Source: an optimization exercise on an open RTL-to-GDS flow (aim: small area). Production flows keep margins and buffers that such runs may drop. At most, simulation tests tie the RTL to the original design; equivalence was not proved. For run 1, only the layout was checked, not whether the RTL still works. No activity file was given, so power comes from the tool's default toggle rates.

<file path="flow/config.mk">
export PLATFORM = sky130hd
export DESIGN_NAME = uart_codec
export DESIGN_NICKNAME = uart_codec
export VERILOG_FILES = /design/flow/design.v
export SDC_FILE = /design/flow/constraint.sdc
export NUM_CORES = 4
export LEC_CHECK = 0
export CAP_MARGIN = 20
export CORE_MARGIN = 2
export CORE_UTILIZATION = 70
export CTS_BUF_LIST = sky130_fd_sc_hd__clkbuf_4
export CTS_CLUSTER_DIAMETER = 150
export CTS_CLUSTER_SIZE = 30
export PLACE_DENSITY = 0.8
export SLEW_MARGIN = 20
</file>
<file path="flow/constraint.sdc">
create_clock -name core_clock -period 10.0 [get_ports {clk}]
set_input_delay 2.0000 -clock core_clock [delete_from_list [all_inputs] [get_ports {clk}]]
set_output_delay 2.0000 -clock core_clock [all_outputs]
set_load 0.01 [all_outputs]
</file>
<file path="flow/design.v">
module debounce(
    input  rst, clk, tick,
    input  btn,
    output reg key
    );
reg b0, b1;
reg [4:0] cnt;
always @(posedge clk or posedge rst)
    if (rst) begin
        b0 <= 0; b1 <= 0; cnt <= 0; key <= 0;
    end else if (tick) begin
        b0 <= btn; b1 <= b0;
        if (b0 ^ b1) cnt <= 0;
        else if (cnt != 5'd29) cnt <= cnt + 1'b1;
        if (cnt == 5'd29) key <= b1;
    end
endmodule
module uart_tx(
    input  rst, clk,
    input  tick_g, tick_f, tick_r,
    input  start,
    input  [15:0] sw,
    output reg txsd
    );
reg st0, st1;
always @(posedge clk or posedge rst)
    if (rst) begin
        st0 <= 0; st1 <= 0;
    end else if (tick_f) begin
        st0 <= start; st1 <= st0;
    end
wire sten = st0 & ~st1;
reg [3:0] tb; reg [1:0] tby;
wire tld = (tb == 4'd5) | (tb == 4'd10);
always @(posedge clk or posedge rst)
    if (rst) begin
        tb <= 4'd15; tby <= 0;
    end else if (tick_r) begin
        if (sten) begin
            tb <= (tb == 4'd4) ? 4'd10 : 4'd0; tby <= 0;
        end else if (tb == 4'd10)
            tb <= 4'd1;
        else if (tb < 4'd9)
            tb <= tb + 1'b1;
        else if (tb == 4'd9) begin
            if (tby != 2'd3) begin
                tb <= 0; tby <= tby + 1'b1;
            end else
                tb <= 4'd15;
        end
    end
reg [3:0] tc;
reg [3:0] tnib;
reg tnx;
wire [3:0] sw_nib = (tby == 2'd0) ? sw[15:12] : (tby == 2'd1) ? sw[11:8] :
                    (tby == 2'd2) ? sw[7:4] : sw[3:0];
wire       tlet = (tnib > 4'd9);
wire [3:0] tlo  = tlet ? (tnib - 4'd9) : tnib;
wire [7:0] tch  = {1'b0, tlet, ~tlet, ~tlet, tlo};
reg tbit;
always @* begin
    case (tc)
    4'd0: tbit = 1'b0;
    4'd1: tbit = tch[0];
    4'd2: tbit = tch[1];
    4'd3: tbit = tch[2];
    4'd4: tbit = tch[3];
    4'd5: tbit = tch[4];
    4'd6: tbit = tch[5];
    4'd7: tbit = tch[6];
    4'd8: tbit = tch[7];
    default: tbit = 1'b1;
    endcase
end
always @(posedge clk)
    if (tick_g) begin
        tnx <= tbit;
        if (tld) tnib <= sw_nib;
    end
always @(posedge clk or posedge rst)
    if (rst) begin
        tc <= 4'd9; txsd <= 1'b1;
    end else begin
        if (tick_f) txsd <= tnx;
        if (tick_r) begin
            if (tld) tc <= 0;
            else if (tc != 4'd9) tc <= tc + 1'b1;
        end
    end
endmodule
module uart_rx(
    input  rst, clk,
    input  rxck, rxsd,
    output [15:0] rpd
    );
reg rxc0, rxc1, rxsdi;
reg [3:0] rb;       
reg [3:0] rc;
reg [7:0] pd;
reg rxv; reg [3:0] rxn;    
wire rrise = rxc0 & ~rxc1;
wire rfall = rxc1 & ~rxc0;
wire rc_z  = (rc == 4'd0) | (rc == 4'd12);
wire rc_hi = (rc == 4'd10) | (rc == 4'd11);
wire rxen  = rxc1 ? ~rc_hi : ~((rc == 4'd11) | (rc == 4'd12));
wire rnpd  = rxc1 ? ((rc == 4'd3) | (rc == 4'd4)) : ((rc == 4'd4) | (rc == 4'd5));
wire pd_dig = (pd[7:4] == 4'd3) & (pd[3:0] < 4'd10);
wire pd_let = (pd[7:4] == 4'd4) & (pd[3:0] > 4'd0) & (pd[3:0] < 4'd7);
always @(posedge clk or posedge rst)
    if (rst) begin
        rxc0 <= 0; rxc1 <= 0;
        rxsdi <= 1; rb <= 4'd10; rc <= 4'd11;
        rxv <= 0;
    end else begin
        rxc0 <= rxck; rxc1 <= rxc0;
        if (rrise) begin
            rxsdi <= rxsd;
            if ((rb >= 4'd9) & ~rxsd) rb <= 0;
            else if (rb != 4'd10) rb <= rb + 1'b1;
            if (rc_z) rxv <= pd_dig | pd_let;
            else if (rc_hi) rxv <= 1'b0;
        end
        if (rfall) begin
            if ((rb == 4'd9) & rxsd) rc <= rc_hi ? 4'd12 : 4'd0;
            else if (rc_z) rc <= 4'd1;
            else if (rc != 4'd11) rc <= rc + 1'b1;
        end
    end
always @(posedge clk) begin
    if (rfall)
        case (rb)
        4'd1: pd[0] <= rxsdi;
        4'd2: pd[1] <= rxsdi;
        4'd3: pd[2] <= rxsdi;
        4'd4: pd[3] <= rxsdi;
        4'd5: pd[4] <= rxsdi;
        4'd6: pd[5] <= rxsdi;
        4'd7: pd[6] <= rxsdi;
        4'd8: pd[7] <= rxsdi;
        default: ;
        endcase
    if (rrise & rc_z)
        rxn <= pd_let ? (pd[3:0] + 4'd9) : pd[3:0];
end
reg rx0, rx1, rn0, rn1, upd;
reg [2:0] rby;
reg v0, v1, v2;
reg [3:0] n0, n1, n2;
reg [3:0] nb0, nb1, nb2, nb3;
wire rnr = rn0 & ~rn1;
always @(posedge clk or posedge rst)
    if (rst) begin
        rx0 <= 0; rx1 <= 0; rn0 <= 0; rn1 <= 0; upd <= 0;
        rby <= 3'd7; v0 <= 0; v1 <= 0; v2 <= 0;
        nb0 <= 0; nb1 <= 0; nb2 <= 0; nb3 <= 0;
    end else begin
        rx0 <= rxen; rx1 <= rx0; rn0 <= rnpd; rn1 <= rn0;
        if (rx0 & ~rx1) rby <= 0;
        else if (rn1 & ~rn0) rby <= rby + 1'b1;
        else if (~rxen) rby <= 3'd7;
        if (rnr) begin
            if (rby == 3'd0) v0 <= rxv;
            if (rby == 3'd1) v1 <= rxv;
            if (rby == 3'd2) v2 <= rxv;
        end
        upd <= rnr & (rby == 3'd3);
        if (upd) begin
            if (v0) nb0 <= n0;
            if (v1) nb1 <= n1;
            if (v2) nb2 <= n2;
            if (rxv) nb3 <= rxn;
        end
    end
always @(posedge clk)
    if (rnr) begin
        if (rby == 3'd0) n0 <= rxn;
        if (rby == 3'd1) n1 <= rxn;
        if (rby == 3'd2) n2 <= rxn;
    end
assign rpd = {nb0, nb1, nb2, nb3};
endmodule
module uart_codec
    (    input 	btnl,  
    input 	clk,   
    input 	btnr,  
    input 	btnd,  
    input 	[15:0] sw,
    input	rxsd,rxck,
    output  reg txck,
    output  txsd,
    output	[6:0] seg,
    output  dp,
    output	[3:0] an,
    output 	reg [15:0] led
    );
wire rst = btnl;
reg [5:0] cnt;
wire tick_g = (cnt == 6'd0) & ~txck;    
wire tick_f = (cnt == 6'd1) & ~txck;    
wire tick_r = (cnt == 6'd1) &  txck;    
wire tick_l = (cnt == 6'd3) & ~txck;    
always @(posedge clk or posedge rst)
    if (rst) begin
        cnt <= 0; txck <= 0;
    end else if (cnt == 6'd49) begin
        cnt <= 0; txck <= ~txck;
    end else
        cnt <= cnt + 1'b1;
wire start, key;
debounce u_debounce0 (.rst(rst), .clk(clk), .tick(tick_f), .btn(btnr), .key(start));
debounce u_debounce1 (.rst(rst), .clk(clk), .tick(tick_f), .btn(btnd), .key(key));
reg kp, lsel;
always @(posedge clk or posedge rst)
    if (rst) begin
        kp <= 0; lsel <= 0;
    end else if (tick_l) begin
        kp <= key;
        if (key & ~kp) lsel <= ~lsel;
    end
assign seg = 7'b1111111;
assign dp  = 1'b0;
assign an  = {lsel, ~lsel, ~lsel, lsel};
uart_tx u_uart_tx (.rst(rst), .clk(clk), .tick_g(tick_g), .tick_f(tick_f), .tick_r(tick_r),
                   .start(start), .sw(sw), .txsd(txsd));
wire [15:0] rpd;
uart_rx u_uart_rx (.rst(rst), .clk(clk), .rxck(rxck), .rxsd(rxsd), .rpd(rpd));
always @(posedge clk or posedge rst)
    if (rst) led <= 0;
    else if (lsel) led <= rpd;
    else led <= sw;
endmodule
</file>
<file path="flow/flow/run.sh">
#!/bin/bash
# Standard layout, with two changes: ports buffered with the smallest
# buffer, and clock tree synthesis without dummy balancing loads.
set -euo pipefail
bash standard.sh finish \
  "BUFFER_PORTS_ARGS=-buffer_cell sky130_fd_sc_hd__buf_1" \
  "CTS_ARGS=-sink_clustering_enable -repair_clock_nets -dont_use_dummy_load -sink_clustering_size 30 -sink_clustering_max_diameter 150 -buf_list sky130_fd_sc_hd__clkbuf_8" \
  > standard_flow.log 2>&1
</file>
<file path="flow/standard.sh">
#!/bin/bash
# synth_recipe.tcl (not shown) runs the flow's synth.tcl, then flattens the netlist and writes it again
# the make line also repeats each setting of config.mk as NAME=value (left out here)
make -C /OpenROAD-flow-scripts/flow DESIGN_CONFIG=/design/flow/config.mk WORK_HOME=/design/flow/orfs CLKGATE_MAP_FILE= SYNTH_SCRIPT=/design/flow/synth_recipe.tcl "${@:-finish}"
</file>
==> results.yml, run 1 <==
placed_design:
  numPortBuffers: 43
  dpl_worst_slack_ps: 6710
  hpwl_um: 7750
  dpl_cell_area_um2: 6270
  place_congestion: 0.858
layout:
  final_cell_area_um2: 6510
  nNetsFinal: 623
  n_fill_cell: 588
  layout_commonest_cell: "dfrtp_1"
  diodes: 0
  final_cell_mix: "dfrtp_1, mux2_2, buf_1"
  drive_above_1_share_pct: 16.8
  area_growth_pct: 6.84
hold_path:
  hold_start: "u_uart_rx.rx0"
  hold_depth: 0
  hold_end: "u_uart_rx.rx1"
  hold_path.class: "register to register"
detailed_routing:
  routed_wl_um: 10600
  via_count: 3984
  antenna_left: 0
  drc: 0
  first_pass_iters: 7
  drt_iter0_drc: 189
  vias_per_cell: 5.93
  wire_per_inst_um: 15.7
setup_path:
  cp-start-kind: "register"
  critPathCaptureType: "output pin"
  critPathArrivalTime_ps: 1690
  path_class: "register to output pin"
  reg2reg_slack_ps: 7670
  worstPathMaxFanout: 19
  reg2regPathDepth: 6
  required_ps: 8000
  r2r_start: "cnt[1]"
  r2r-end: "u_uart_tx.tby[0]"
power:
  pwr-share-seq_pct: 57.4
  p_leak_uw: 0.00279
  p_comb_share_pct: 14.6
  p_per_area_nw_per_um2: 165
  swShare_pct: 26.8
  p_int_uw: 784
  p_total_uw: 1070
  clock_power_share_pct: 28.0
  ir_drop_v: 0.000132
  p_switching_uw: 287
clock_network:
  clock_sinks: 122
  cts_buffers: 17
  clk_path_buf_depth: 2
  insertion_delay_ps: 430
  cts_tree: "done"
  cts_resized: 0
  holdBufCountCts: 0
  cts_setup_buffers: 0
  cts.htree.levels: 4
  cts_root_buf: "clkbuf_8"
  path_clk_slew_ps: 50
timing:
  tns_ps: 0
  hold_ws_ps: 378
  hold_violations: 0
  tightest_slew_ps: 779
  finalMaxSlewViolations: 0
  period_minus_slack_ps: 3690
  fmax_ghz: 0.271
  period_share_pct: 36.9
  finClkSkew_ps: 29.1
  maxSlewHeadroom_pct: 48.0
  finalSetupViolCount: 0
  setup_ws_ps: 6310
  grt_setup_unrepaired: "false"
floorplanning:
  io_pins: 52
  initial_core_util_pct: 70.9
  die-area_um2: 9460
  die_x_um: 97.3
  die_y_um: 97.3
  rows: 34
  fp.coreArea_um2: 8590
synth:
  synth_ff_type: "dfrtp_1"
  synth-async-reset-ratio_pct: 76.2
  netlist_instances: 520
  ys_seq_area_share_pct: 52.8
  yosys.area.top_type: "dfrtp_1"
  netlist.area_leader.share_pct: 31.6
  yosysWarnings: 4
  netlist_top_cells_area: "dfrtp_1, edfxtp_1, mux2_2, ha_1, dfstp_2"
  avgSynthCellArea_um2: 11.7
  ys_types: 69
  ys_seq_elements: 122
  synth_edf_count: 29
  synth_area_um2: 6090
outcome:
  status: "timing/DRC/antenna clean"
flow_run:
  cap_violations: 0
global_route:
  grt_usage_pct: 23.5
  grt_pass1_wl_um: 17700
  antenna_found_initial: 0
  overflow: 0
  grt_max_degree: 54
  grt_pass1_vias: 3862
flip-flops by register name, summed over array words and instances (netlist names), 5 cells and up:
signal           count
u_debounce1.cnt      5
u_debounce0.cnt      5
cnt                  6
u_uart_rx.pd         8
led                 16
power groups by stage:
stage          sequential [uW]  clock, uW  combinational (uW)
5_1_grt                    622        329                 183
6_report                   615        299                 157
4_1_cts                    615        307                 158
3_5_place_dp               623          0                 156
2_1_floorplan              608          0                 127
3_3_place_gp               619          0                 151
layout make-up:
cell class / count / area, um2 / area share (%)
clock buffer: 17 / 234 / 3.60
inverter: 37 / 140 / 2.15
multi-input combinational: 344 / 2610 / 40.1
sequential: 122 / 3220 / 49.5
tap: 108 / 135 / 2.08
timing repair buffer: 44 / 169 / 2.60
worst max-delay path by stage:
| stage | startpoint | endpoint | cells after the start |
|---|---|---|---|
| 6_report | lsel | an[1] | 2 |
| 5_1_grt | lsel | an[1] | 2 |
| 4_1_cts | lsel | an[1] | 2 |
| 3_5_place_dp | lsel | an[1] | 2 |
| 3_3_place_gp | lsel | an[2] | 2 |
| 2_1_floorplan | btnl | cnt[0] | 1 |
critical path, stage by stage (launching register included):
cell and delay [ps]:
dfrtp_1 840, inv_1 250, buf_1 200
routing by layer:
layer | up-vias | share of wire (%) | global-route usage, %
li1 | 1929 | - | -
met1 | 1936 | 45 | 30.5
met2 | 102 | 49 | 38.0
met3 | 17 | 4.3 | 5.83
met4 | 0 | 2.0 | 10.1
met5 | - | 0 | 0
cells in the mapped netlist, drive strengths merged, types with 2 or more instances:
library cell  instances
a211oi                4
a21o                  3
a21oi                24
a22o                  2
a31o                  2
a31oi                 8
a32oi                 2
and2                 10
and3                  6
and3b                 4
and4b                 3
buf                  15
clkbuf                8
conb                  2
dfrtp                77
dfstp                16
edfxtp               29
ha                   35
inv                  37
mux2                 48
mux2i                 7
nand2                28
nand2b                9
nand3                12
nand3b                2
nand4                 3
nand4b                2
nor2                 25
nor2b                 9
nor3                 11
nor3b                 3
nor4b                 3
o2111ai               2
o211ai                3
o21ai                22
o22ai                 6
o31ai                 3
o41ai                 3
or3                   4
xnor2                 5
xor2                  6
logic make-up after synthesis:
family	count (synthesis)	synth area share, %
AOI/OAI and AO/OA	99	11.0
buffers and inverters	60	4.66
and+or+nand+nor	136	12.6
muxes	55	10.0
xor gates and xnor gates	11	1.58
other	2	0.123
DFF	122	52.8
adders and majority gates	35	7.19
metrics by stage:
step / utilization [%] / std cells
5_1_grt: 75.7 / 672
6_report: 75.7 / 672
3_5_place_dp: 73.0 / 655
2_1_floorplan: - / 526
4_1_cts: 75.7 / 672
3_3_place_gp: 73.0 / 655
==> run 2: changes to the inputs <==
--- a/flow/design.v
+++ b/flow/design.v
@@ -6,4 +6,5 @@
 reg b0, b1;
 reg [4:0] cnt;
+wire c29 = (cnt == 5'b11000);
 always @(posedge clk or posedge rst)
     if (rst) begin
@@ -12,6 +13,6 @@
         b0 <= btn; b1 <= b0;
         if (b0 ^ b1) cnt <= 0;
-        else if (cnt != 5'd29) cnt <= cnt + 1'b1;
-        if (cnt == 5'd29) key <= b1;
+        else if (~c29) cnt <= {cnt[3:0], ~(cnt[4] ^ cnt[2])};
+        if (c29) key <= b1;
     end
 endmodule
@@ -94,5 +95,5 @@
     output [15:0] rpd
     );
-reg rxc0, rxc1, rxsdi;
+reg rxc0, rxc1;
 reg [3:0] rb;       
 reg [3:0] rc;
@@ -110,14 +111,10 @@
     if (rst) begin
         rxc0 <= 0; rxc1 <= 0;
-        rxsdi <= 1; rb <= 4'd10; rc <= 4'd11;
-        rxv <= 0;
+        rb <= 4'd10; rc <= 4'd11;
     end else begin
         rxc0 <= rxck; rxc1 <= rxc0;
         if (rrise) begin
-            rxsdi <= rxsd;
             if ((rb >= 4'd9) & ~rxsd) rb <= 0;
             else if (rb != 4'd10) rb <= rb + 1'b1;
-            if (rc_z) rxv <= pd_dig | pd_let;
-            else if (rc_hi) rxv <= 1'b0;
         end
         if (rfall) begin
@@ -128,18 +125,12 @@
     end
 always @(posedge clk) begin
-    if (rfall)
-        case (rb)
-        4'd1: pd[0] <= rxsdi;
-        4'd2: pd[1] <= rxsdi;
-        4'd3: pd[2] <= rxsdi;
-        4'd4: pd[3] <= rxsdi;
-        4'd5: pd[4] <= rxsdi;
-        4'd6: pd[5] <= rxsdi;
-        4'd7: pd[6] <= rxsdi;
-        4'd8: pd[7] <= rxsdi;
-        default: ;
-        endcase
+    if (rrise & (rb < 4'd8))
+        pd <= {rxsd, pd[7:1]};
     if (rrise & rc_z)
         rxn <= pd_let ? (pd[3:0] + 4'd9) : pd[3:0];
+    if (rrise & rc_z)
+        rxv <= pd_dig | pd_let;
+    else if (rrise & rc_hi)
+        rxv <= 1'b0;
 end
 reg rx0, rx1, rn0, rn1, upd;
@@ -196,15 +187,16 @@
 wire rst = btnl;
 reg [5:0] cnt;
-wire tick_g = (cnt == 6'd0) & ~txck;    
-wire tick_f = (cnt == 6'd1) & ~txck;    
-wire tick_r = (cnt == 6'd1) &  txck;    
-wire tick_l = (cnt == 6'd3) & ~txck;    
+wire c49 = (cnt == 6'b100000);
+wire tick_g = (cnt == 6'b000000) & ~txck;    
+wire tick_f = (cnt == 6'b000001) & ~txck;    
+wire tick_r = (cnt == 6'b000001) &  txck;    
+wire tick_l = (cnt == 6'b000111) & ~txck;    
 always @(posedge clk or posedge rst)
     if (rst) begin
         cnt <= 0; txck <= 0;
-    end else if (cnt == 6'd49) begin
-        cnt <= 0; txck <= ~txck;
-    end else
-        cnt <= cnt + 1'b1;
+    end else begin
+        cnt <= {cnt[4:0], ~(cnt[5] ^ cnt[4]) ^ (cnt == 6'b110001)};
+        if (c49) txck <= ~txck;
+    end
 wire start, key;
 debounce u_debounce0 (.rst(rst), .clk(clk), .tick(tick_f), .btn(btnr), .key(start));
==> flow/flow/run.sh (replaced) <==
#!/bin/bash
# The standard layout (standard.sh), with three changes:
#  - synthesis maps combinational logic with an area-oriented ABC script
#    (flow/my_synth.tcl; otherwise the standard synthesis script),
#  - every port is buffered with the smallest buffer, sky130_fd_sc_hd__buf_1,
#  - clock tree synthesis inserts no dummy balancing loads.
# Output of the whole run goes to standard_flow.log; each tool's own log is
# under orfs/logs/.
set -euo pipefail
bash standard.sh finish \
  "SYNTH_SCRIPT=$PWD/flow/my_synth.tcl" \
  "BUFFER_PORTS_ARGS=-buffer_cell sky130_fd_sc_hd__buf_1" \
  "CTS_ARGS=${CTS_ARGS_OVERRIDE:--sink_clustering_enable -repair_clock_nets -dont_use_dummy_load -buf_list sky130_fd_sc_hd__clkbuf_4 sky130_fd_sc_hd__clkbuf_8}" \
  > standard_flow.log 2>&1
==> flow/flow/my_synth.tcl (new file) <==
# synth_recipe.tcl (the standard synthesis) with one change: the combinational
# mapping uses an area-oriented ABC script. Flip-flop mapping is unchanged.
proc synth {args} { yosys synth -nofsm -noshare {*}$args }
proc abc {args} {
  set out {}
  set skip 0
  foreach a $args {
    if {$skip} { set skip 0; continue }
    if {$a in {-script -D -constr}} { set skip 1; continue }
    lappend out $a
  }
  yosys abc -script "+strash;dc2;dch,-f;amap" {*}$out
}
source $::env(SCRIPTS_DIR)/synth.tcl
# left out here: clear keep_hierarchy, flatten, clean up, hide names made inside functions, write 1_2_yosys.v
==> flow/config.mk (replaced) <==
export PLATFORM = sky130hd
export DESIGN_NAME = uart_codec
export DESIGN_NICKNAME = uart_codec
export VERILOG_FILES = /design/flow/design.v
export SDC_FILE = /design/flow/constraint.sdc
export NUM_CORES = 4
export LEC_CHECK = 0
export CAP_MARGIN = 20
export CORE_MARGIN = 2
export CORE_UTILIZATION = 60
export PLACE_DENSITY = 0.7
export SLEW_MARGIN = 20
==> run 2 against run 1 <==
  * Synthesized area shrank 9.6%
  * The flow now stops in 4_1_cts
  * Synthesized cell count grew 4.2%
==> results.yml, run 2 <==
outcome:
  status: "aborted with a tool error"
  stop_stage: "4_1_cts"
  error_line: "[ERROR STA-0564] clock_tree_synthesis positional arguments not supported."
floorplanning:
  initial_core_util_pct: 62.5
  die_x_um: 99.8
  io_pins: 52
  rows: 34
  die_y_um: 99.8
placed_design:
  place_congestion: 0.919
  hpwl_um: 6840
  dpl_cell_area_um2: 5750
  numPortBuffers: 43
synth:
  synth_area_um2: 5510
  yosysWarnings: 4
  synth_common_cells: "clkinv_1, dfrtp_1, nor2_1, nand2_1, a21oi_1"
  avgSynthCellArea_um2: 10.2
  synth.most_common_cell: "clkinv_1"
  ys_seq_elements: 121
  netlist.area_leader.share_pct: 34.5
  ys_seq_area_share_pct: 58.1
  synth-async-reset-ratio_pct: 75.2
  synth_edf_count: 30
  yosys.area.top_type: "dfrtp_1"
  synth_ff_type: "dfrtp_1"
  netlist_instances: 542
  ys_types: 38
  netlist_top_cells_area: "dfrtp_1, edfxtp_1, dfstp_2, ha_1, clkinv_1"
## run 2: cell types whose count changed after synthesis, sizes merged, moves of 8 or more
cell / before / now
nor2: 25 / 68
clkinv: 0 / 92
and2: 10 / 0
clkbuf: 8 / 0
o32ai: 1 / 11
o21ai: 22 / 32
mux2: 48 / 0
nand2: 28 / 44
inv: 37 / 0
nand2b: 9 / 1
o22ai: 6 / 21
a21oi: 24 / 42
## run 2: through the flow
stage               power, uW  util [%]  setup slack [ps]  cells
floorplan                 784         -              6490    548
global placement          824      65.3              6670    689
detailed placement        836      65.3              6500    689
## run 2: worst max-delay path by stage
| stage | endpoint | start | cells after the start |
|---|---|---|---|
| detailed placement | u_uart_rx.rc[2] | rxsd | 6 |
| floorplan | cnt[0] | btnl | 1 |
| global placement | an[1] | lsel | 2 |
## run 2: cells by family after synthesis
family                     synth area share [%]
AOI/OAI and AO/OA                          15.6
DFF                                        58.1
adders and majority gates                  7.05
buffers and inverters                      7.77
other                                     0.136
and+or+nand+nor                            11.3
## run 2: power groups by stage
stage          Clock [uW]  Combinational [uW]  Sequential, uW
2_1_floorplan           0                 151             633
3_3_place_gp            0                 184             640
3_5_place_dp            0                 193             643
==> run 3: changes to the inputs <==
--- a/flow/flow/run.sh
+++ b/flow/flow/run.sh
@@ -11,4 +11,4 @@
   "SYNTH_SCRIPT=$PWD/flow/my_synth.tcl" \
   "BUFFER_PORTS_ARGS=-buffer_cell sky130_fd_sc_hd__buf_1" \
-  "CTS_ARGS=${CTS_ARGS_OVERRIDE:--sink_clustering_enable -repair_clock_nets -dont_use_dummy_load -buf_list sky130_fd_sc_hd__clkbuf_4 sky130_fd_sc_hd__clkbuf_8}" \
+  "CTS_ARGS=${CTS_ARGS_OVERRIDE:--sink_clustering_enable -repair_clock_nets -dont_use_dummy_load -buf_list sky130_fd_sc_hd__clkbuf_4 -sink_buffer_max_cap_derate 0.7}" \
   > standard_flow.log 2>&1
==> run 3 against run 2 <==
  * Synthesized area is the same
  * Synthesized cell count is the same
  * The run now finishes clean
==> results.yml, run 3 <==
setup_path:
  critPathArrivalTime_ps: 1920
  cpPeakStageDelay_ps: 660
  cpLargestDelayFamily: "buffers and inverters"
  crit_slowest_cell: "clkinv_1"
  worstPathMaxFanout: 32
  critPathCaptureType: "output pin"
  crit_path_start: "lsel"
  required_ps: 8000
  path_cells: "clkinv_1 > buf_1"
  worst-path-buf-inv: 2
  path_class: "register to output pin"
  r2r_start: "cnt[3]"
  cp-start-kind: "register"
synth:
  yosysWarnings: 4
  ys_seq_area_share_pct: 58.1
  ys_seq_elements: 121
  avgSynthCellArea_um2: 10.2
  synth.most_common_cell: "clkinv_1"
  netlist_instances: 542
  ys_types: 38
  synth_ff_type: "dfrtp_1"
  synth_edf_count: 30
  netlist_top_cells_area: "dfrtp_1, edfxtp_1, dfstp_2, ha_1, clkinv_1"
  synth-async-reset-ratio_pct: 75.2
  yosys.area.top_type: "dfrtp_1"
  synth_area_um2: 5510
  synth_common_cells: "clkinv_1, dfrtp_1, nor2_1, nand2_1, a21oi_1"
  netlist.area_leader.share_pct: 34.5
clock_network:
  cts_root_buf: "clkbuf_4"
  path_clk_slew_ps: 80
  cts_resized: 0
  insertion_delay_ps: 490
  cts_buffers: 17
  cts.htree.levels: 4
  clk_path_buf_depth: 2
  holdBufCountCts: 0
  cts_tree: "done"
  cts_setup_buffers: 0
  clock_sinks: 121
global_route:
  overflow: 0
  grt_usage_pct: 21.2
  grt_pass1_wl_um: 16800
  grt_max_degree: 63
  grt_pass1_vias: 3798
  antenna_found_initial: 0
power:
  pwr-share-seq_pct: 60.5
  ir_drop_v: 0.000112
  clock_power_share_pct: 21.2
  swShare_pct: 29.5
  p_leak_uw: 0.00239
  p_switching_uw: 309
  p_per_area_nw_per_um2: 178
  p_comb_share_pct: 18.2
  p_total_uw: 1050
  p_int_uw: 738
floorplanning:
  initial_core_util_pct: 62.5
  fp.coreArea_um2: 8810
  die-area_um2: 9960
  rows: 34
  io_pins: 52
  die_y_um: 99.8
  die_x_um: 99.8
layout:
  final_cell_mix: "clkinv_1, dfrtp_1, nor2_1"
  nNetsFinal: 653
  drive_above_1_share_pct: 5.69
  diodes: 0
  area_growth_pct: 6.77
  largest_reg_flops: 16
  reg_top3: "led x16, u_uart_rx.pd x8, cnt x6"
  final_cell_area_um2: 5880
  regMostFlops: "led"
  layout_commonest_cell: "clkinv_1"
detailed_routing:
  vias_per_cell: 5.47
  routed_wl_um: 9420
  wire_per_inst_um: 13.3
  drc: 0
  first_pass_iters: 4
  antenna_left: 0
  drt_iter0_drc: 156
  via_count: 3863
placed_design:
  dpl_cell_area_um2: 5750
  hpwl_um: 6840
  place_congestion: 0.919
  numPortBuffers: 43
timing:
  hold_violations: 0
  grt_setup_unrepaired: "false"
  period_minus_slack_ps: 3920
  period_share_pct: 39.2
  tns_ps: 0
  finClkSkew_ps: 34.4
  finalMaxSlewViolations: 0
  tightest_slew_ps: 779
  finalSetupViolCount: 0
  fmax_ghz: 0.255
  maxSlewHeadroom_pct: 47.8
hold_path:
  hold_start: "u_uart_rx.rx0"
  hold_path.class: "register to register"
outcome:
  status: "timing/DRC/antenna clean"
flow_run:
  cap_violations: 0
[run 3: cell counts after synthesis]
No cell type changed its count.
[run 3: layout make-up]
class | count | area, um2
Sequential cell | 121 | 3200
Fill cell | 738 | 2930
Multi-Input combinational cell | 324 | 1900
Inverter | 92 | 347
Timing Repair Buffer | 44 | 169
Tap cell | 108 | 135
Clock buffer | 17 | 128
[run 3: cell families after synthesis]
| logic type | share of synthesized area, % |
|---|---|
| adder cells (fa/ha/maj) | 7.05 |
| other | 0.136 |
| AO/OA/AOI/OAI | 15.6 |
| AND/OR/NAND/NOR | 11.3 |
| buffers and inverters | 7.77 |
| flip-flops | 58.1 |
[run 3: power groups by stage]
stage / registers (uW) / clock network (uW) / logic [uW]
finish: 634 / 222 / 191
global route: 643 / 248 / 226
CTS: 633 / 229 / 194
detailed placement: 643 / 0 / 193
global placement: 640 / 0 / 184
floorplan: 633 / 0 / 151
[run 3: worst paths after layout]
kind / endpoint / slack (ps) / depth (start not counted)
setup / recovery: an[2] / 6080 / 2
hold / removal: u_uart_rx.rx1 / 380 / 0
setup reg to reg: u_debounce1.cnt[2] / 7470 / 5
hold reg to reg: u_uart_rx.rx1 / 380 / 0
max in group asynchronous: u_uart_rx.upd / 7360 / 3
min in group asynchronous: u_debounce1.cnt[4] / 1480 / 2
[run 3: routing by layer]
metal	vias to the layer above	GRT usage, %	wire [um]
met1	1788	28.3	4440
met3	10	5.57	446
met5	-	0	0
li1	1962	-	-
met2	103	34.0	4420
met4	0	7.90	106
[run 3: metrics by stage]
step           setup WS, ps  cells  hold WS [ps]  util (%)
3_3_place_gp           6670    689           356      65.3
5_1_grt                5880    706           395      66.8
2_1_floorplan          6490    548           347         -
4_1_cts                6050    706           379      66.8
3_5_place_dp           6500    689           374      65.3
6_report               6080    706           377      66.8
[run 3: worst register-to-register path, cell delays in order (launching register included)]
cell and delay (ps):
dfrtp_1 400, or3_1 380, nand2b_1 200, nor2_1 590, o21ai_0 450, o32ai_1 380
==> run 4: changes to the inputs <==
--- a/flow/flow/run.sh
+++ b/flow/flow/run.sh
@@ -11,4 +11,4 @@
   "SYNTH_SCRIPT=$PWD/flow/my_synth.tcl" \
   "BUFFER_PORTS_ARGS=-buffer_cell sky130_fd_sc_hd__buf_1" \
-  "CTS_ARGS=${CTS_ARGS_OVERRIDE:--sink_clustering_enable -repair_clock_nets -dont_use_dummy_load -buf_list sky130_fd_sc_hd__clkbuf_4 -sink_buffer_max_cap_derate 0.7}" \
+  "CTS_ARGS=-sink_clustering_enable -repair_clock_nets -dont_use_dummy_load -buf_list sky130_fd_sc_hd__clkbuf_4 -sink_buffer_max_cap_derate 0.7" \
   > standard_flow.log 2>&1
--- a/flow/flow/my_synth.tcl
+++ b/flow/flow/my_synth.tcl
@@ -10,5 +10,5 @@
     lappend out $a
   }
-  yosys abc -script "+strash;dc2;dch,-f;amap" {*}$out
+  yosys abc -script "+strash;dc2;dch,-f;amap;strash;dc2;dch,-f;amap" {*}$out
 }
 source $::env(SCRIPTS_DIR)/synth.tcl
==> run 4 against run 3 <==
  * Non-clock buffer count did not move
  * Hold slack gained 20 ps
  * Flip-flop and latch count unchanged
  * Critical path type unchanged
  * Clock-buffer cell count did not move
  * Critical endpoint is now an[1]
==> results.yml, run 4 <==
outcome:
  status: "timing/DRC/antenna clean"
synth:
  ys_seq_elements: 121
  netlist.area_leader.share_pct: 34.8
  synth_edf_count: 30
  ys_types: 40
  ys_seq_area_share_pct: 58.5
  avgSynthCellArea_um2: 10.9
  synth_common_cells: "clkinv_1, dfrtp_1, nand2_1, nor2_1, o21ai_0"
  synth.most_common_cell: "clkinv_1"
  synth-async-reset-ratio_pct: 75.2
  yosysWarnings: 4
  netlist_top_cells_area: "dfrtp_1, edfxtp_1, dfstp_2, ha_1, clkinv_1"
  synth_area_um2: 5460
  synth_ff_type: "dfrtp_1"
  yosys.area.top_type: "dfrtp_1"
  netlist_instances: 503
clock_network:
  insertion_delay_ps: 490
  path_clk_slew_ps: 100
  cts.htree.levels: 4
  cts_tree: "done"
  cts_root_buf: "clkbuf_4"
  cts_setup_buffers: 0
  cts_resized: 0
  holdBufCountCts: 0
  clock_sinks: 121
  cts_buffers: 17
  clk_path_buf_depth: 2
timing:
  finalMaxSlewViolations: 0
  tightest_slew_ps: 919
  hold_ws_ps: 398
  maxSlewHeadroom_pct: 37.9
  period_share_pct: 39.6
  fmax_ghz: 0.252
  finClkSkew_ps: 52.9
  tns_ps: 0
  period_minus_slack_ps: 3960
  setup_ws_ps: 6040
  grt_setup_unrepaired: "false"
  finalSetupViolCount: 0
  hold_violations: 0
floorplanning:
  initial_core_util_pct: 62.3
  die_y_um: 99.4
  rows: 34
  io_pins: 52
  die-area_um2: 9880
  die_x_um: 99.4
  fp.coreArea_um2: 8760
global_route:
  overflow: 0
  antenna_found_initial: 0
  grt_pass1_vias: 3779
  grt_max_degree: 62
  grt_usage_pct: 22.2
  grt_pass1_wl_um: 17200
layout:
  drive_above_1_share_pct: 6.08
  final_core_util_pct: 66.6
  area_growth_pct: 6.83
  largest_reg_flops: 16
  nNetsFinal: 614
  final_cell_mix: "clkinv_1, dfrtp_1, buf_1"
  final_cell_area_um2: 5830
  regMostFlops: "led"
  reg_top3: "led x16, u_uart_rx.pd x8, cnt x6"
  diodes: 0
  n_fill_cell: 682
  layout_commonest_cell: "clkinv_1"
placed_design:
  hpwl_um: 7740
  dpl_cell_area_um2: 5710
  place_congestion: 0.880
  dpl_worst_slack_ps: 6520
  numPortBuffers: 43
detailed_routing:
  first_pass_iters: 4
  antenna_left: 0
  wire_per_inst_um: 15.2
  routed_wl_um: 10100
  vias_per_cell: 5.69
  drt_iter0_drc: 147
  via_count: 3797
  drc: 0
setup_path:
  reg2regPathDepth: 7
  path_class: "register to output pin"
  critPathCaptureType: "output pin"
  cp-start-kind: "register"
  critPathArrivalTime_ps: 1960
  r2r_start: "u_uart_tx.tb[0]"
  reg2reg_slack_ps: 7210
  worstPathMaxFanout: 23
  required_ps: 8000
  r2r-end: "u_uart_tx.tc[3]"
hold_path:
  hold_depth: 0
  hold_start: "u_uart_rx.rx0"
  hold_path.class: "register to register"
  hold_end: "u_uart_rx.rx1"
flow_run:
  cap_violations: 0
power:
  ir_drop_v: 0.000110
  p_leak_uw: 0.00237
  p_per_area_nw_per_um2: 179
[run 4: how the worst max path moves through the flow]
| stage | cells after the start | end | slack, ps | from |
|---|---|---|---|---|
| after floorplan | 1 | cnt[0] | 6490 | btnl |
| after global placement | 2 | an[2] | 6600 | lsel |
| after detailed placement | 7 | u_uart_rx.rc[0] | 6520 | rxsd |
| after CTS | 2 | an[1] | 6020 | lsel |
| after global routing | 2 | an[1] | 5850 | lsel |
| final | 2 | an[1] | 6040 | lsel |
[run 4: cell families (layout without fill, tap and decap cells)]
group / after synthesis / count (layout) / share of synthesized area (%)
buf+inv: 95 / 145 / 7.29
flops: 121 / 121 / 58.5
simple gates: 117 / 117 / 9.81
compound gates: 137 / 137 / 17.1
other cells: 2 / 8 / 0.138
fa+ha+maj: 31 / 31 / 7.10
[run 4: metal layers]
metal	wire length (um)	global-route usage, %	up-vias
met4	87	6.74	0
li1	-	-	1878
met1	4580	28.6	1836
met2	5080	37.0	76
met3	366	6.18	7
met5	0	0	-
[run 4: where the power goes]
| group | switching [uW] | total [uW] | internal, uW | leakage (uW) |
|---|---|---|---|---|
| registers | 54.0 | 642 | 588 | 0.00139 |
| clock network | 140 | 218 | 77.8 | 0.0000782 |
| logic | 103 | 182 | 78.3 | 0.000893 |
[run 4: layout make-up]
cell class / count / area, um2 / share of cell area [%]
inverter: 84 / 317 / 5.43
tap: 108 / 135 / 2.32
clock buffer: 17 / 128 / 2.19
multi-input combinational: 293 / 1890 / 32.4
timing repair buffer: 44 / 169 / 2.90
sequential: 121 / 3200 / 54.8
[run 4: critical path, cell delays in order, from the launching register on]
cell and delay, ps:
dfrtp_1 740, clkinv_1 530, buf_1 250
[run 4: through the flow]
stage,total power [uW],instances
after detailed placement,837,650
after global routing,1110,667
final,1040,667
after CTS,1060,667
after floorplan,779,509
after global placement,826,650
==> run 5: changes to the inputs <==
--- a/flow/design.v
+++ b/flow/design.v
@@ -24,69 +24,54 @@
     output reg txsd
     );
-reg st0, st1;
-always @(posedge clk or posedge rst)
-    if (rst) begin
-        st0 <= 0; st1 <= 0;
-    end else if (tick_f) begin
-        st0 <= start; st1 <= st0;
-    end
-wire sten = st0 & ~st1;
-reg [3:0] tb; reg [1:0] tby;
-wire tld = (tb == 4'd5) | (tb == 4'd10);
-always @(posedge clk or posedge rst)
-    if (rst) begin
-        tb <= 4'd15; tby <= 0;
+reg st0;
+localparam [3:0] S0 = 4'b0000, S4 = 4'b1110, S5 = 4'b1101, S6 = 4'b1011,
+                 S7 = 4'b0110, S8 = 4'b1100, S9 = 4'b1001,
+                 S1 = 4'b0001, S2 = 4'b0011, S3 = 4'b0111,
+                 TB_P = 4'b1000, TB_I = 4'b1111;
+reg [3:0] tb;
+reg [2:0] tby;
+always @(posedge clk or posedge rst)
+    if (rst) begin
+        st0 <= 0; tb <= TB_I; tby <= 0;
     end else if (tick_r) begin
-        if (sten) begin
-            tb <= (tb == 4'd4) ? 4'd10 : 4'd0; tby <= 0;
-        end else if (tb == 4'd10)
-            tb <= 4'd1;
-        else if (tb < 4'd9)
-            tb <= tb + 1'b1;
-        else if (tb == 4'd9) begin
-            if (tby != 2'd3) begin
-                tb <= 0; tby <= tby + 1'b1;
-            end else
-                tb <= 4'd15;
-        end
-    end
-reg [3:0] tc;
+        st0 <= start;
+        if (tb == TB_I) begin
+            if (start & ~st0) tb <= TB_P;
+        end else if (tb == TB_P) begin
+            tb <= S0; tby <= 0;
+        end else if (tb == S9) begin
+            tb <= S0; tby <= tby + 1'b1;
+        end else if ((tb == S5) & (tby == 3'd4))
+            tb <= TB_I;
+        else
+            tb <= {tb[2:0], ~(tb[3] ^ tb[2])};
+    end
 reg [3:0] tnib;
-reg tnx;
-wire [3:0] sw_nib = (tby == 2'd0) ? sw[15:12] : (tby == 2'd1) ? sw[11:8] :
-                    (tby == 2'd2) ? sw[7:4] : sw[3:0];
+wire [3:0] sw_nib = (tby == 3'd0) ? sw[15:12] : (tby == 3'd1) ? sw[11:8] :
+                    (tby == 3'd2) ? sw[7:4] : sw[3:0];
+always @(posedge clk)
+    if (tick_g & (tb == S5)) tnib <= sw_nib;
 wire       tlet = (tnib > 4'd9);
 wire [3:0] tlo  = tlet ? (tnib - 4'd9) : tnib;
 wire [7:0] tch  = {1'b0, tlet, ~tlet, ~tlet, tlo};
+wire       tdat = (tby != 3'd0);    
 reg tbit;
 always @* begin
-    case (tc)
-    4'd0: tbit = 1'b0;
-    4'd1: tbit = tch[0];
-    4'd2: tbit = tch[1];
-    4'd3: tbit = tch[2];
-    4'd4: tbit = tch[3];
-    4'd5: tbit = tch[4];
-    4'd6: tbit = tch[5];
-    4'd7: tbit = tch[6];
-    4'd8: tbit = tch[7];
+    case (tb)
+    S6: tbit = 1'b0;
+    S7: tbit = tch[0];
+    S8: tbit = tch[1];
+    S9: tbit = tch[2];
+    S0: tbit = ~tdat | tch[3];
+    S1: tbit = ~tdat | tch[4];
+    S2: tbit = ~tdat | tch[5];
+    S3: tbit = ~tdat | tch[6];
+    S4: tbit = ~tdat | tch[7];
     default: tbit = 1'b1;
     endcase
 end
-always @(posedge clk)
-    if (tick_g) begin
-        tnx <= tbit;
-        if (tld) tnib <= sw_nib;
-    end
-always @(posedge clk or posedge rst)
-    if (rst) begin
-        tc <= 4'd9; txsd <= 1'b1;
-    end else begin
-        if (tick_f) txsd <= tnx;
-        if (tick_r) begin
-            if (tld) tc <= 0;
-            else if (tc != 4'd9) tc <= tc + 1'b1;
-        end
-    end
+always @(posedge clk or posedge rst)
+    if (rst) txsd <= 1'b1;
+    else if (tick_f) txsd <= tbit;
 endmodule
 module uart_rx(
@@ -98,5 +83,6 @@
 reg [3:0] rb;       
 reg [3:0] rc;
-reg [7:0] pd;
+reg [3:0] lo;        
+reg h0, h1;          
 reg rxv; reg [3:0] rxn;    
 wire rrise = rxc0 & ~rxc1;
@@ -106,6 +92,6 @@
 wire rxen  = rxc1 ? ~rc_hi : ~((rc == 4'd11) | (rc == 4'd12));
 wire rnpd  = rxc1 ? ((rc == 4'd3) | (rc == 4'd4)) : ((rc == 4'd4) | (rc == 4'd5));
-wire pd_dig = (pd[7:4] == 4'd3) & (pd[3:0] < 4'd10);
-wire pd_let = (pd[7:4] == 4'd4) & (pd[3:0] > 4'd0) & (pd[3:0] < 4'd7);
+wire pd_dig = h1 &  h0 & (lo < 4'd10);
+wire pd_let = h1 & ~h0 & (lo > 4'd0) & (lo < 4'd7);
 always @(posedge clk or posedge rst)
     if (rst) begin
@@ -125,8 +111,14 @@
     end
 always @(posedge clk) begin
-    if (rrise & (rb < 4'd8))
-        pd <= {rxsd, pd[7:1]};
+    if (rrise & (rb < 4'd4))
+        lo <= {rxsd, lo[3:1]};
+    if (rrise & (rb == 4'd4)) begin
+        h0 <= rxsd; h1 <= 1'b1;
+    end
+    if (rrise & (rb == 4'd5)) h1 <= h1 & (rxsd == h0);
+    if (rrise & (rb == 4'd6)) h1 <= h1 & (rxsd != h0);
+    if (rrise & (rb == 4'd7)) h1 <= h1 & ~rxsd;
     if (rrise & rc_z)
-        rxn <= pd_let ? (pd[3:0] + 4'd9) : pd[3:0];
+        rxn <= pd_let ? (lo + 4'd9) : lo;
     if (rrise & rc_z)
         rxv <= pd_dig | pd_let;
==> flow/flow/run.sh (replaced) <==
#!/bin/bash
# The standard layout (standard.sh), with three changes:
#  - synthesis maps combinational logic for area (no adder cells, an
#    area-oriented ABC script)
#    (flow/my_synth.tcl; otherwise the standard synthesis script),
#  - every port is buffered with the smallest buffer, sky130_fd_sc_hd__buf_1,
#  - clock tree synthesis inserts no dummy balancing loads.
# Output of the whole run goes to standard_flow.log; each tool's own log is
# under orfs/logs/.
set -euo pipefail
bash standard.sh finish \
  "SYNTH_SCRIPT=$PWD/flow/my_synth.tcl" \
  "BUFFER_PORTS_ARGS=-buffer_cell sky130_fd_sc_hd__buf_1" \
  "CTS_ARGS=-sink_clustering_enable -repair_clock_nets -dont_use_dummy_load -buf_list sky130_fd_sc_hd__clkbuf_8" \
  > standard_flow.log 2>&1
==> flow/flow/my_synth.tcl (replaced) <==
# synth_recipe.tcl (the standard synthesis) with area-oriented changes to the
# combinational mapping only; flip-flop mapping, names and flattening are as in
# the standard synthesis:
#  - adders are left to ABC instead of being mapped to half/full adder cells
#    (no ADDER_MAP_FILE, no Kogge-Stone carry map),
#  - ABC maps with an area-oriented script.
proc synth {args} { yosys synth -nofsm -noshare {*}$args }
proc abc {args} {
  set out {}
  set skip 0
  foreach a $args {
    if {$skip} { set skip 0; continue }
    if {$a in {-script -D -constr}} { set skip 1; continue }
    lappend out $a
  }
  yosys abc -script "+strash;dc2;dch,-f;amap;strash;dc2;dch,-f;amap" {*}$out
}
set ::env(ADDER_MAP_FILE) ""
set ::env(SYNTH_OPERATIONS_ARGS) "-noshare"
source $::env(SCRIPTS_DIR)/synth.tcl
# left out here: clear keep_hierarchy, flatten, clean up, hide names made inside functions, write 1_2_yosys.v
==> run 5 against run 4 <==
  * Still clean on timing, DRC and antenna
  * Clock-buffer cell count stayed put
  * Critical endpoint is now an[2]
  * Clock skew down 33 ps
  * Design area decreased by 9.8%
  * Largest cell class unchanged
  * Via count decreased by 11%
  * Power is 4.8% higher
  * Hold slack got worse by 28 ps
  * Global-route usage shrank 1.3 points
  * Die area fell by 12%
  * Sequential power shrank 3%
  * Non-clock buffer count is the same
==> results.yml, run 5 <==
layout:
  drive_above_1_share_pct: 6.19
  fin_cells: 619
  final_cell_mix: "dfrtp_1, clkinv_1, nor2_1"
  diodes: 0
  layout_commonest_cell: "dfrtp_1"
  regMostFlops: "led"
  area_growth_pct: 9.93
  final_cell_area_um2: 5260
  largest_reg_flops: 16
  nNetsFinal: 541
  reg_top3: "led x16, cnt x6"
  n_fill_cell: 613
detailed_routing:
  vias_per_cell: 5.47
  first_pass_iters: 4
  antenna_left: 0
  drt_iter0_drc: 183
  via_count: 3386
  routed_wl_um: 8380
  drc: 0
  wire_per_inst_um: 13.5
synth:
  synth_common_cells: "dfrtp_1, clkinv_1, nor2_1, nand2_1, o21ai_0"
  synthAdderAreaFrac_pct: 0
  netlist_instances: 461
  yosys.area.top_type: "dfrtp_1"
  ys_seq_elements: 114
  synth_edf_count: 27
  synth_ff_type: "dfrtp_1"
  synth-simple-area-share_pct: 12.7
  synth.most_common_cell: "dfrtp_1"
  synth-compound-area-share_pct: 17.2
  synth_top_family_by_area: "compound AO/OA/AOI/OAI gates"
  netlist_top_cells_area: "dfrtp_1, edfxtp_1, dfstp_2, clkinv_1, nor2_1"
  ys_types: 39
  yosysWarnings: 4
  synth-async-reset-ratio_pct: 76.3
  synth-xor-area-share_pct: 0
  ys_seq_area_share_pct: 62.8
  synth_area_um2: 4790
  muxShareOfSynthArea_pct: 0
  netlist.area_leader.share_pct: 38.7
  avgSynthCellArea_um2: 10.4
timing:
  fmax_ghz: 0.255
  tns_ps: 0
  period_minus_slack_ps: 3930
  finalSetupViolCount: 0
  hold_violations: 0
  grt_setup_unrepaired: "false"
  period_share_pct: 39.3
  hold_ws_ps: 370
  finClkSkew_ps: 20.1
  finalMaxSlewViolations: 0
  tightest_slew_ps: 812
  maxSlewHeadroom_pct: 45.5
global_route:
  grt_usage_pct: 20.9
  antenna_found_initial: 0
  grt_max_degree: 88
  overflow: 0
  grt_pass1_wl_um: 14100
  grt_pass1_vias: 3192
setup_path:
  path_class: "register to output pin"
  critPathArrivalTime_ps: 1930
  cp-start-kind: "register"
  worstPathMaxFanout: 20
  required_ps: 8000
  critPathCaptureType: "output pin"
placed_design:
  numPortBuffers: 43
  hpwl_um: 6090
  dpl_cell_area_um2: 5020
  place_congestion: 0.940
  place_inst: 602
power:
  ir_drop_v: 0.000132
  p_total_uw: 1090
  p_per_area_nw_per_um2: 208
  p_leak_uw: 0.00207
clock_network:
  cts.htree.levels: 4
  clock_sinks: 114
  cts_tree: "done"
  clk_path_buf_depth: 2
  insertion_delay_ps: 410
  cts_resized: 0
  holdBufCountCts: 0
  cts_buffers: 17
  cts_root_buf: "clkbuf_8"
  path_clk_slew_ps: 50
  cts_setup_buffers: 0
flow_run:
  cap_violations: 0
floorplanning:
  die-area_um2: 8710
  die_x_um: 93.3
  fp.coreArea_um2: 7730
  die_y_um: 93.3
  rows: 32
  io_pins: 52
  initial_core_util_pct: 61.9
outcome:
  status: "timing/DRC/antenna clean"
hold_path:
  hold_path.class: "register to register"
==> run 5: worst paths after layout <==
path | start | endpoint | slack [ps] | cells past startpoint
max in group asynchronous | btnl | u_uart_rx.nb0[0] | 7690 | 3
min in group asynchronous | btnl | cnt[2] | 1780 | 3
worst max register to register | cnt[3] | u_uart_tx.tb[2] | 7320 | 7
worst min register to register | u_uart_rx.rx0 | u_uart_rx.rx1 | 370 | 0
worst max-delay path | lsel | an[2] | 6070 | 2
worst min-delay path | u_uart_rx.rx0 | u_uart_rx.rx1 | 370 | 0
==> run 5: per-layer routing <==
metal	vias up	part of all wire, %	GRT usage, %
met4	0	2.1	8.46
met2	78	47	33.0
met1	1586	46	27.1
li1	1707	-	-
met5	-	0	0
met3	15	4.4	6.53
==> run 5: cells by family after synthesis <==
family	Yosys count
flops	114
buf+inv	81
simple gates	138
compound gates	126
other cells	2
==> run 5: critical path: stages (launching register included) <==
cell,delay (ps)
dfrtp_1,680
clkinv_1,580
buf_1,270
==> run 5: cell type report <==
cell class / instances / area, um2 / area share [%]
flip-flops and latches: 114 / 3000 / 57.1
multi-input cells: 272 / 1460 / 27.7
inverters: 70 / 264 / 5.02
clock buffers: 17 / 234 / 4.45
repair buffers: 44 / 173 / 3.28
well taps: 102 / 128 / 2.43
==> run 5: power by group <==
group / switching [uW] / internal (uW)
Clock: 144 / 149
Combinational: 104 / 74.0
Sequential: 56.1 / 566
Total: 304 / 788
==> run 5: stage by stage <==
| stage | worst slack, ps | utilization [%] |
|---|---|---|
| 3_3_place_gp | 6040 | 65.0 |
| 4_1_cts | 6080 | 68.1 |
| 3_5_place_dp | 5930 | 65.0 |
| 6_report | 6070 | 68.1 |
| 5_1_grt | 5870 | 68.1 |
| 2_1_floorplan | 6430 | - |
==> run 6: changes to the inputs <==
--- a/flow/flow/run.sh
+++ b/flow/flow/run.sh
@@ -12,4 +12,4 @@
   "SYNTH_SCRIPT=$PWD/flow/my_synth.tcl" \
   "BUFFER_PORTS_ARGS=-buffer_cell sky130_fd_sc_hd__buf_1" \
-  "CTS_ARGS=-sink_clustering_enable -repair_clock_nets -dont_use_dummy_load -buf_list sky130_fd_sc_hd__clkbuf_8" \
+  "CTS_ARGS=-sink_clustering_enable -repair_clock_nets -dont_use_dummy_load -buf_list sky130_fd_sc_hd__clkbuf_4 -sink_buffer_max_cap_derate 0.3" \
   > standard_flow.log 2>&1
==> run 6 against run 5 <==
  * Highest routed layer unchanged
  * Hold slack better by 5.7 ps
  * Sequential share of layout area grew 1.2 points
  * Combinational power hardly changed
  * Final cell count did not move
  * Flip-flop and latch count unchanged
  * Largest power group unchanged
  * Synthesized cell count unchanged
  * Clock-buffer cell count unchanged
  * Sequential power is essentially flat
==> results.yml, run 6 <==
outcome:
  status: "timing/DRC/antenna clean"
setup_path:
  reg2reg_slack_ps: 7310
  path_cells: "clkinv_1 > buf_1"
  critPathArrivalTime_ps: 1990
  cpLargestDelayFamily: "buffers and inverters"
  cp-start-kind: "register"
  crit_slowest_cell: "dfrtp_1"
  critPathCaptureType: "output pin"
  path_class: "register to output pin"
  cpPeakStageDelay_ps: 680
  worstPathMaxFanout: 20
  worst-path-buf-inv: 2
  required_ps: 8000
floorplanning:
  die-area_um2: 8710
  io_pins: 52
  fp.coreArea_um2: 7730
  rows: 32
  die_y_um: 93.3
  die_x_um: 93.3
  initial_core_util_pct: 61.9
clock_network:
  cts_buffers: 17
  clk_path_buf_depth: 2
  cts_resized: 0
  holdBufCountCts: 0
  cts_setup_buffers: 0
  cts_tree: "done"
  path_clk_slew_ps: 70
  cts_root_buf: "clkbuf_4"
  clock_sinks: 114
  cts.htree.levels: 4
  insertion_delay_ps: 480
layout:
  regMostFlops: "led"
  drive_above_1_share_pct: 6.19
  final_cell_area_um2: 5160
  reg_top3: "led x16, cnt x6"
  n_fill_cell: 631
  diodes: 0
  nNetsFinal: 541
  largest_reg_flops: 16
  multi_input_area_um2: 1460
  final_core_util_pct: 66.7
  seqCellArea_um2: 3000
  area_growth_pct: 7.71
  layout_commonest_cell: "dfrtp_1"
  final_cell_mix: "dfrtp_1, clkinv_1, nor2_1"
detailed_routing:
  routed_wl_um: 8310
  via_count: 3389
  antenna_left: 0
  drc: 0
  wire_per_inst_um: 13.4
  first_pass_iters: 4
  vias_per_cell: 5.47
  drt_iter0_drc: 192
synth:
  avgSynthCellArea_um2: 10.4
  ys_seq_elements: 114
  netlist_instances: 461
  synth_common_cells: "dfrtp_1, clkinv_1, nor2_1, nand2_1, o21ai_0"
  netlist_top_cells_area: "dfrtp_1, edfxtp_1, dfstp_2, clkinv_1, nor2_1"
  synth_area_um2: 4790
  synth.most_common_cell: "dfrtp_1"
  ys_types: 39
  netlist.area_leader.share_pct: 38.7
  ys_seq_area_share_pct: 62.8
  yosys.area.top_type: "dfrtp_1"
  synth_ff_type: "dfrtp_1"
  yosysWarnings: 4
  synth_edf_count: 27
  synth-async-reset-ratio_pct: 76.3
flow_run:
  cap_violations: 0
timing:
  fmax_ghz: 0.250
  period_minus_slack_ps: 3990
  hold_violations: 0
  period_share_pct: 39.9
  tightest_slew_ps: 841
  setup_ws_ps: 6010
  finalSetupViolCount: 0
  finalMaxSlewViolations: 0
  grt_setup_unrepaired: "false"
  maxSlewHeadroom_pct: 43.5
  tns_ps: 0
  finClkSkew_ps: 32.4
global_route:
  grt_pass1_vias: 3162
  grt_usage_pct: 20.6
  antenna_found_initial: 0
  grt_max_degree: 88
  grt_pass1_wl_um: 13900
  overflow: 0
hold_path:
  hold_path.class: "register to register"
placed_design:
  dpl_cell_area_um2: 5020
  dpl_worst_slack_ps: 5930
  numPortBuffers: 43
  hpwl_um: 6090
  place_congestion: 0.940
power:
  ir_drop_v: 0.000123
  p_total_uw: 1010
  p_leak_uw: 0.00203
  p_per_area_nw_per_um2: 195
-- run 6: final timing paths --
kind                              endpoint           from  depth (start not counted)
setup / recovery                     an[2]           lsel                          2
hold / removal               u_uart_rx.rx1  u_uart_rx.rx0                          0
setup reg to reg           u_uart_tx.tb[2]         cnt[3]                          7
hold reg to reg              u_uart_rx.rx1  u_uart_rx.rx0                          0
max in group asynchronous     u_uart_rx.v1           btnl                          3
min in group asynchronous  u_uart_rx.rb[2]           btnl                          3
-- run 6: kinds of logic (layout without fill, tap and decap cells) --
logic type	after synthesis	in the layout	share of synthesized area, %
AO/OA/AOI/OAI	126	126	17.2
buffers and inverters	81	131	7.21
flip-flops	114	114	62.8
other	2	8	0.157
AND/OR/NAND/NOR	138	138	12.7
-- run 6: area by class of cell --
class / count / share of cell area [%]
clock buffer: 17 / 2.48
inverter: 70 / 5.12
multi-input combinational: 272 / 28.3
sequential: 114 / 58.3
tap: 102 / 2.48
timing repair buffer: 44 / 3.35
-- run 6: metrics by stage --
| stage | hold slack (ps) | cells |
|---|---|---|
| floorplan | 347 | 467 |
| global placement | 357 | 602 |
| detailed placement | 362 | 602 |
| CTS | 380 | 619 |
| global route | 399 | 619 |
| finish | 376 | 619 |
-- run 6: power by group --
group,internal (uW),total [uW],switching (uW)
logic,74.1,178,104
registers,564,620,56.0
clock network,77.7,209,131
total,716,1010,291
-- run 6: worst reg2reg max path, delay by kind of cell (launching register included) --
kind                   cells  cell delay (ps)
AND/OR/NAND/NOR            4             1330
buffers and inverters      1              180
flip-flops                 1              390
AO/OA/AOI/OAI              2              730
-- run 6: layer usage --
metal | vias to the layer above | global-route usage [%] | routed length (um) | part of all wire, %
met1 | 1572 | 27.0 | 3860 | 46
met3 | 20 | 5.56 | 360 | 4.3
met2 | 84 | 32.6 | 3900 | 47
li1 | 1713 | - | - | -
met4 | 0 | 8.70 | 196 | 2.4
met5 | - | 0 | 0 | 0
==> run 7: changes to the inputs <==
--- a/flow/flow/run.sh
+++ b/flow/flow/run.sh
@@ -12,4 +12,4 @@
   "SYNTH_SCRIPT=$PWD/flow/my_synth.tcl" \
   "BUFFER_PORTS_ARGS=-buffer_cell sky130_fd_sc_hd__buf_1" \
-  "CTS_ARGS=-sink_clustering_enable -repair_clock_nets -dont_use_dummy_load -buf_list sky130_fd_sc_hd__clkbuf_4 -sink_buffer_max_cap_derate 0.3" \
+  "CTS_ARGS=-sink_clustering_enable -repair_clock_nets -dont_use_dummy_load -buf_list sky130_fd_sc_hd__clkbuf_8 -sink_clustering_size 40 -sink_clustering_max_diameter 300 -sink_clustering_levels 1" \
   > standard_flow.log 2>&1
==> run 7 against run 6 <==
  * Largest cell class unchanged
  * Final cell count is the same
  * Highest routed layer unchanged
  * Core utilization increased by 1.4 points
  * Critical path depth is the same
  * Still clean on timing, DRC and antenna
  * Sequential share of layout area fell by 1.2 points
  * Critical endpoint unchanged
  * Fmax rose by 1.7%
==> results.yml, run 7 <==
synth:
  ys_seq_elements: 114
  ys_seq_area_share_pct: 62.8
  yosysWarnings: 4
  yosys.area.top_type: "dfrtp_1"
  synth_edf_count: 27
  synth_common_cells: "dfrtp_1, clkinv_1, nor2_1, nand2_1, o21ai_0"
  synth_ff_type: "dfrtp_1"
  avgSynthCellArea_um2: 10.4
  ys_types: 39
  synth_area_um2: 4790
  netlist_instances: 461
  synth.most_common_cell: "dfrtp_1"
  synth-async-reset-ratio_pct: 76.3
  netlist_top_cells_area: "dfrtp_1, edfxtp_1, dfstp_2, clkinv_1, nor2_1"
  netlist.area_leader.share_pct: 38.7
layout:
  drive_above_1_share_pct: 6.19
  n_fill_cell: 613
  reg_top3: "led x16, cnt x6"
  final_cell_area_um2: 5260
  largest_reg_flops: 16
  seqCellArea_um2: 3000
  multi_input_area_um2: 1460
  diodes: 0
  final_cell_mix: "dfrtp_1, clkinv_1, nor2_1"
  fin_cells: 619
  nNetsFinal: 541
  final_core_util_pct: 68.1
  area_growth_pct: 9.93
  regMostFlops: "led"
  layout_commonest_cell: "dfrtp_1"
floorplanning:
  die_x_um: 93.3
  initial_core_util_pct: 61.9
  die-area_um2: 8710
  rows: 32
  fp.coreArea_um2: 7730
  die_y_um: 93.3
  io_pins: 52
setup_path:
  cpLargestDelayFamily: "buffers and inverters"
  crit_slowest_cell: "dfrtp_1"
  worst-path-buf-inv: 2
  critPathArrivalTime_ps: 1930
  worstPathMaxFanout: 20
  cp-start-kind: "register"
  path_class: "register to output pin"
  critPathCaptureType: "output pin"
  required_ps: 8000
  cpPeakStageDelay_ps: 680
  path_cells: "clkinv_1 > buf_1"
global_route:
  grt_pass1_vias: 3192
  overflow: 0
  grt_max_degree: 88
  antenna_found_initial: 0
  grt_pass1_wl_um: 14100
  grt_usage_pct: 20.9
timing:
  finalMaxSlewViolations: 0
  finalSetupViolCount: 0
  period_minus_slack_ps: 3930
  tns_ps: 0
  fmax_ghz: 0.255
  maxSlewHeadroom_pct: 45.5
  finClkSkew_ps: 20.1
  grt_setup_unrepaired: "false"
  period_share_pct: 39.3
  tightest_slew_ps: 812
  hold_violations: 0
clock_network:
  cts_root_buf: "clkbuf_8"
  clock_sinks: 114
  cts_tree: "done"
  cts_resized: 0
  path_clk_slew_ps: 50
  holdBufCountCts: 0
  cts_setup_buffers: 0
  cts.htree.levels: 4
  insertion_delay_ps: 410
  clk_path_buf_depth: 2
  cts_buffers: 17
power:
  p_total_uw: 1090
  ir_drop_v: 0.000132
  p_per_area_nw_per_um2: 208
  p_leak_uw: 0.00207
detailed_routing:
  drc: 0
  drt_iter0_drc: 183
  routed_wl_um: 8380
  via_count: 3386
  antenna_left: 0
  vias_per_cell: 5.47
  wire_per_inst_um: 13.5
  first_pass_iters: 4
placed_design:
  numPortBuffers: 43
  hpwl_um: 6090
  place_inst: 602
  place_congestion: 0.940
  dpl_cell_area_um2: 5020
outcome:
  status: "timing/DRC/antenna clean"
flow_run:
  cap_violations: 0
hold_path:
  hold_path.class: "register to register"
run 7: logic make-up after synthesis:
logic type / share of synthesized area (%)
compound gates: 17.2
buf+inv: 7.21
flops: 62.8
other cells: 0.157
simple gates: 12.7
run 7: cell type report:
cell class / instances / area share, %
Sequential cell: 114 / 57.1
Timing Repair Buffer: 44 / 3.28
Tap cell: 102 / 2.43
Inverter: 70 / 5.02
Multi-Input combinational cell: 272 / 27.7
Clock buffer: 17 / 4.45
run 7: per-layer routing:
metal / wire length (um) / GRT usage, % / vias to the layer above
met5: 0 / 0 / -
met4: 173 / 8.46 / 0
met3: 366 / 6.53 / 15
met2: 3950 / 33.0 / 78
met1: 3890 / 27.1 / 1586
li1: - / - / 1707
run 7: worst paths after layout:
path | start | endpoint | slack [ps] | depth (start not counted)
max in group asynchronous | btnl | u_uart_rx.nb0[0] | 7690 | 3
min | u_uart_rx.rx0 | u_uart_rx.rx1 | 370 | 0
min reg2reg | u_uart_rx.rx0 | u_uart_rx.rx1 | 370 | 0
max reg2reg | cnt[3] | u_uart_tx.tb[2] | 7320 | 7
min in group asynchronous | btnl | cnt[2] | 1780 | 3
max | lsel | an[2] | 6070 | 2
run 7: metrics by stage:
stage | hold WS (ps) | setup slack, ps
6_report | 370 | 6070
5_1_grt | 393 | 5870
4_1_cts | 374 | 6080
3_5_place_dp | 362 | 5930
3_3_place_gp | 357 | 6040
2_1_floorplan | 347 | 6430
run 7: power by group:
| group | internal (uW) | switching, uW |
|---|---|---|
| registers | 566 | 56.1 |
| logic | 74.0 | 104 |
| clock network | 149 | 144 |
| total | 788 | 304 |

## separate check: timing with driven ports
In the flow no input, the clock included, has a driving cell. The finished layouts below were timed again as built, in two steps. Step 1 sets driving cells, clkbuf_16 on the clock port and buf_2 on the other inputs (assumed; they add their load-dependent delay and slew). Step 2 moves the port delays by t, midway between the first and last clock arrival at a register: inputs arrive t later, outputs are due t later. That takes back most of the time a late clock gives input paths. a / b / c = no drivers / after step 1 / after step 2; a / b = the first two.
run | shift t [ns] | setup slack, ns | worst setup path at the end | slew at the worst register clock pin (ns)
run 1 | 0.447 | 6.307 / 6.270 / 6.717 | register to output | 0.08 / 0.08
run 3 | 0.506 | 6.077 / 6.047 / 6.500 | input to register | 0.11 / 0.11
run 4 | 0.494 | 6.038 / 6.007 / 6.501 | register to output | 0.12 / 0.12
run 5 | 0.428 | 6.073 / 6.043 / 5.897 | input to register | 0.07 / 0.07
run 6 | 0.488 | 6.005 / 5.977 / 5.873 | input to register | 0.10 / 0.10
run 7 | 0.428 | 6.073 / 6.043 / 5.897 | input to register | 0.07 / 0.07
After both steps every run listed still meets setup and hold.
